Source: an optimization exercise on an open RTL-to-GDS flow (aim: a short achievable clock period and few clock cycles). Production flows keep margins and buffers that such runs may drop.
In this exercise RTL edits were held to simulation tests only and were not proved equivalent to the original.
No activity file was given, so power comes from the tool's default toggle rates.

==> flow/design.v <==
`timescale 1ns / 1ps
module mcpu_core(
    input         clk,
    input         reset,
    input  [31:0] Data_in,
    output [31:0] Addr_out,
    output [31:0] Data_out,
    output        mem_w
    );
    localparam [5:0] OP_R = 6'b000000, OP_LW = 6'b100011, OP_SW = 6'b101011,
                     OP_BEQ = 6'b000100, OP_BNE = 6'b000101, OP_J = 6'b000010,
                     OP_JAL = 6'b000011, OP_ADDI = 6'b001000, OP_ANDI = 6'b001100,
                     OP_ORI = 6'b001101, OP_XORI = 6'b001110, OP_SLTI = 6'b001010,
                     OP_LUI = 6'b001111;
    localparam [5:0] F_ADD = 6'b100000, F_SUB = 6'b100010, F_AND = 6'b100100,
                     F_OR = 6'b100101, F_NOR = 6'b100111, F_SLT = 6'b101010,
                     F_XOR = 6'b000000, F_SRLV = 6'b000110, F_SLLV = 6'b000100,
                     F_JR = 6'b001000;
    reg  [31:0] ma;          
    reg         dcyc;        
    reg         dload;       
    reg  [4:0]  drd;         
    reg  [31:0] fpc;         
    reg  [31:0] dout;
    reg         memw;
    reg         id_v;
    reg  [31:0] id_ir;
    reg  [31:0] id_pc4;
    reg         ex_v;
    reg  [31:0] ex_a, ex_b, ex_bx, ex_s;
    reg         ex_cin;
    reg         ex_wr;
    reg  [4:0]  ex_rd;
    reg         ex_add, ex_and, ex_or, ex_xor, ex_nor, ex_slt, ex_sll, ex_srl, ex_passb;
    reg         ex_lw, ex_sw, ex_br, ex_bne, ex_pred, ex_jr;
    reg  [31:0] ex_tgt, ex_pc4;
    reg         wb_v;
    reg  [4:0]  wb_rd;
    reg  [31:0] wb_val;
    reg         lwb_v;
    reg  [4:0]  lwb_rd;
    reg  [31:0] lwb_val;
    reg  [31:0] rf [1:31];
    assign Addr_out = ma;
    assign Data_out = dout;
    assign mem_w    = memw;
    wire [31:0] sum = ex_a + ex_bx + {31'd0, ex_cin};
    wire        lt  = (ex_a[31] ^ ex_b[31]) ? ex_a[31] : sum[31];
    wire        big = |ex_a[31:5];
    wire [31:0] shl = big ? 32'd0 : (ex_b << ex_a[4:0]);
    wire [31:0] shr = big ? 32'd0 : (ex_b >> ex_a[4:0]);
    wire [31:0] ex_res = ({32{ex_add}} & sum)
                       | ({32{ex_and}} & (ex_a & ex_b))
                       | ({32{ex_or}}  & (ex_a | ex_b))
                       | ({32{ex_xor}} & (ex_a ^ ex_b))
                       | ({32{ex_nor}} & ~(ex_a | ex_b))
                       | ({32{ex_slt}} & {31'd0, lt})
                       | ({32{ex_sll}} & shl)
                       | ({32{ex_srl}} & shr)
                       | ({32{ex_passb}} & ex_b);
    wire        ex_eq    = (ex_a == ex_b);
    wire        ex_taken = ex_eq ^ ex_bne;
    wire        ex_mem   = ex_v & (ex_lw | ex_sw);
    wire        ex_redir = ex_v & ((ex_br & (ex_taken != ex_pred)) | ex_jr);
    wire [31:0] ex_rtgt  = ex_jr ? ex_a : (ex_taken ? ex_tgt : ex_pc4);
    wire        ex_fw    = ex_v & ex_wr;           
    wire [5:0]  op  = id_ir[31:26];
    wire [4:0]  rs  = id_ir[25:21];
    wire [4:0]  rt  = id_ir[20:16];
    wire [4:0]  rd  = id_ir[15:11];
    wire [5:0]  fn  = id_ir[5:0];
    wire [31:0] sx  = {{16{id_ir[15]}}, id_ir[15:0]};
    wire is_r    = op == OP_R;
    wire is_jr   = is_r & (fn == F_JR);
    wire is_ralu = is_r & ~is_jr;
    wire is_ialu = (op == OP_ADDI) | (op == OP_ANDI) | (op == OP_ORI) |
                   (op == OP_XORI) | (op == OP_SLTI);
    wire is_lui  = op == OP_LUI;
    wire is_lw   = op == OP_LW;
    wire is_sw   = op == OP_SW;
    wire is_beq  = op == OP_BEQ;
    wire is_bne  = op == OP_BNE;
    wire is_jal  = op == OP_JAL;
    wire is_br   = is_beq | is_bne;
    wire use_rs = is_r | is_ialu | is_lw | is_sw | is_br;
    wire use_rt = is_r | is_sw | is_br;
    wire [4:0] dst = is_ralu ? rd : is_jal ? 5'd31 : rt;
    wire       wr  = (is_ralu | is_ialu | is_lui | is_jal) & (dst != 5'd0);
    wire f_add = is_ralu ? (fn == F_ADD) | ~((fn == F_SUB) | (fn == F_AND) | (fn == F_OR) |
                            (fn == F_NOR) | (fn == F_SLT) | (fn == F_XOR) | (fn == F_SRLV) |
                            (fn == F_SLLV))
                         : (op == OP_ADDI) | is_lw | is_sw;
    wire f_sub = is_ralu & (fn == F_SUB);
    wire f_and = is_ralu ? (fn == F_AND) : (op == OP_ANDI);
    wire f_or  = is_ralu ? (fn == F_OR)  : (op == OP_ORI);
    wire f_xor = is_ralu ? (fn == F_XOR) : (op == OP_XORI);
    wire f_nor = is_ralu & (fn == F_NOR);
    wire f_slt = is_ralu ? (fn == F_SLT) : (op == OP_SLTI);
    wire f_sll = is_ralu & (fn == F_SLLV);
    wire f_srl = is_ralu & (fn == F_SRLV);
    wire f_pb  = is_lui | is_jal;
    wire f_inv = f_sub | f_slt;
    wire [31:0] rf_a = (rs == 5'd0) ? 32'd0 : rf[rs];
    wire [31:0] rf_b = (rt == 5'd0) ? 32'd0 : rf[rt];
    wire ld_now = dcyc & dload;
    wire a_ex  = ex_fw & (ex_rd == rs);
    wire a_ld  = ld_now & (drd == rs) & (rs != 5'd0);
    wire a_wb  = wb_v & (wb_rd == rs);
    wire a_lwb = lwb_v & (lwb_rd == rs);
    wire b_ex  = ex_fw & (ex_rd == rt);
    wire b_ld  = ld_now & (drd == rt) & (rt != 5'd0);
    wire b_wb  = wb_v & (wb_rd == rt);
    wire b_lwb = lwb_v & (lwb_rd == rt);
    wire [31:0] a_early = a_wb ? wb_val : a_lwb ? lwb_val : rf_a;
    wire [31:0] b_early = b_wb ? wb_val : b_lwb ? lwb_val : rf_b;
    wire [31:0] a_fwd = a_ex ? ex_res : a_ld ? Data_in : a_early;
    wire [31:0] b_fwd = b_ex ? ex_res : b_ld ? Data_in : b_early;
    wire        b_imm = is_ialu | is_lw | is_sw | is_lui | is_jal;
    wire [31:0] immv  = is_lui ? {id_ir[15:0], 16'd0} : is_jal ? id_pc4 : sx;
    wire [31:0] b_op  = b_imm ? immv : b_fwd;
    wire ex_ldd  = ex_v & ex_lw & (ex_rd != 5'd0);
    wire id_hold = id_v & ex_ldd & ((use_rs & (ex_rd == rs)) | (use_rt & (ex_rd == rt)));
    wire        pred    = is_beq ? ((rs == rt) | id_ir[15]) : is_bne ? (rs != rt) : 1'b0;
    wire [31:0] br_tgt  = id_pc4 + {sx[29:0], 2'b00};
    wire        jr_late = a_ex | a_ld;
    wire        id_redir = id_v & ~id_hold & ((is_br & pred) | (is_jr & ~jr_late));
    wire [31:0] id_tgt  = is_jr ? a_early : br_tgt;
    wire        if_ok    = ~dcyc & ~id_hold;
    wire        if_jump  = Data_in[31:27] == 5'b00001;
    wire [31:0] fpc4     = fpc + 32'd4;
    wire        if_take  = if_ok & ~id_redir & ~ex_redir;
    reg [31:0] fpc_n;
    always @* begin
        if (ex_redir)              fpc_n = ex_rtgt;
        else if (id_redir)         fpc_n = id_tgt;
        else if (if_ok & if_jump)  fpc_n = {fpc4[31:28], Data_in[25:0], 2'b00};
        else if (if_ok)            fpc_n = fpc4;
        else                       fpc_n = fpc;
    end
    always @(posedge clk or posedge reset) begin
        if (reset) begin
            ma    <= 32'd0;
            fpc   <= 32'd0;
            dcyc  <= 1'b0;
            dload <= 1'b0;
            memw  <= 1'b0;
            id_v  <= 1'b0;
            ex_v  <= 1'b0;
            wb_v  <= 1'b0;
            lwb_v <= 1'b0;
        end else begin
            fpc   <= fpc_n;
            ma    <= ex_mem ? sum : fpc_n;
            dcyc  <= ex_mem;
            dload <= ex_v & ex_lw;
            memw  <= ex_v & ex_sw;
            id_v  <= ex_redir ? 1'b0 : id_hold ? id_v : if_take;
            ex_v  <= id_v & ~ex_redir & ~id_hold;
            wb_v  <= ex_fw;
            lwb_v <= ld_now & (drd != 5'd0);
        end
    end
    always @(posedge clk) begin
        drd  <= ex_rd;
        dout <= ex_s;
        if (~id_hold) begin
            id_ir  <= Data_in;
            id_pc4 <= fpc4;
        end
        ex_a   <= a_fwd;
        ex_b   <= b_op;
        ex_bx  <= f_inv ? ~b_op : b_op;
        ex_cin <= f_inv;
        ex_s   <= b_fwd;
        ex_wr  <= wr;
        ex_rd  <= is_lw ? rt : dst;
        ex_add <= f_add | f_sub;
        ex_and <= f_and;
        ex_or  <= f_or;
        ex_xor <= f_xor;
        ex_nor <= f_nor;
        ex_slt <= f_slt;
        ex_sll <= f_sll;
        ex_srl <= f_srl;
        ex_passb <= f_pb;
        ex_lw  <= is_lw;
        ex_sw  <= is_sw;
        ex_br  <= is_br;
        ex_bne <= is_bne;
        ex_pred <= pred;
        ex_jr  <= is_jr & jr_late;
        ex_tgt <= br_tgt;
        ex_pc4 <= id_pc4;
        wb_rd  <= ex_rd;
        wb_val <= ex_res;
        lwb_rd <= drd;
        lwb_val <= Data_in;
    end
    genvar gi;
    generate
        for (gi = 1; gi < 32; gi = gi + 1) begin : g_rf
            always @(posedge clk) begin
                if (wb_v && wb_rd == gi)
                    rf[gi] <= wb_val;
                else if (lwb_v && lwb_rd == gi)
                    rf[gi] <= lwb_val;
            end
        end
    endgenerate
endmodule
clock: 9.0 ns
lec_check: 0
abc_area: 1
cap_margin: 20
core_margin: 2
core_utilization: 40
place_density: 0.6
setup_slack_margin: 5
slew_margin: 20
run.sh (not shown) runs the stock make flow with config.mk's settings and CLKGATE_MAP_FILE= SYNTH_SCRIPT=/design/flow/synth_recipe.tcl, a recipe that flattens the netlist after the stock synthesis.
Testbench counts at the start, summed over its fixed seeds: cycles 153,360.
Edit:
ABC_AREA = unset   (was 1)
=> The new run finished with timing, DRC and antenna clean. Non-clock buffer count goes up by 53. Clock skew goes up by 0.015 ns. Worst hold slack is better by 0.0035 ns. Combinational power goes up by about 0.8%. Utilization goes up by 0.88 points. Global-route usage goes down by 0.93 points. Critical path depth goes down by 6. Power goes down by 0.56%. Sequential share of layout area goes up by 1.4 points.

separate check: timing with driven ports:
In the flow no input, the clock included, has a driving cell. The finished layouts below were timed again as built, in two steps.
Step 1, drivers: a clkbuf_16 drives clk and a buf_2 each remaining input, both assumed.
Step 2 times the ports against the registers' clock, not the clock port: input delays grow and output delays shrink by t, the midpoint of the rising clock arrivals with the driver on.
Three values: ideal ports, drivers, drivers and shift; two values: the first two.
| run | t (ns) | setup WS [ns] | slew at the worst register clock pin (ns) |
|---|---|---|---|
| the first run | 0.970 | 4.744 / 4.744 / 4.192 | 0.08 / 0.08 |
| the second run | 0.938 | 4.780 / 4.780 / 4.061 | 0.07 / 0.07 |
After both steps every run listed still meets setup and hold. The setup slack of the second run, which loses most, moves by 0.000 ns with the drivers and by -0.719 ns with both steps.
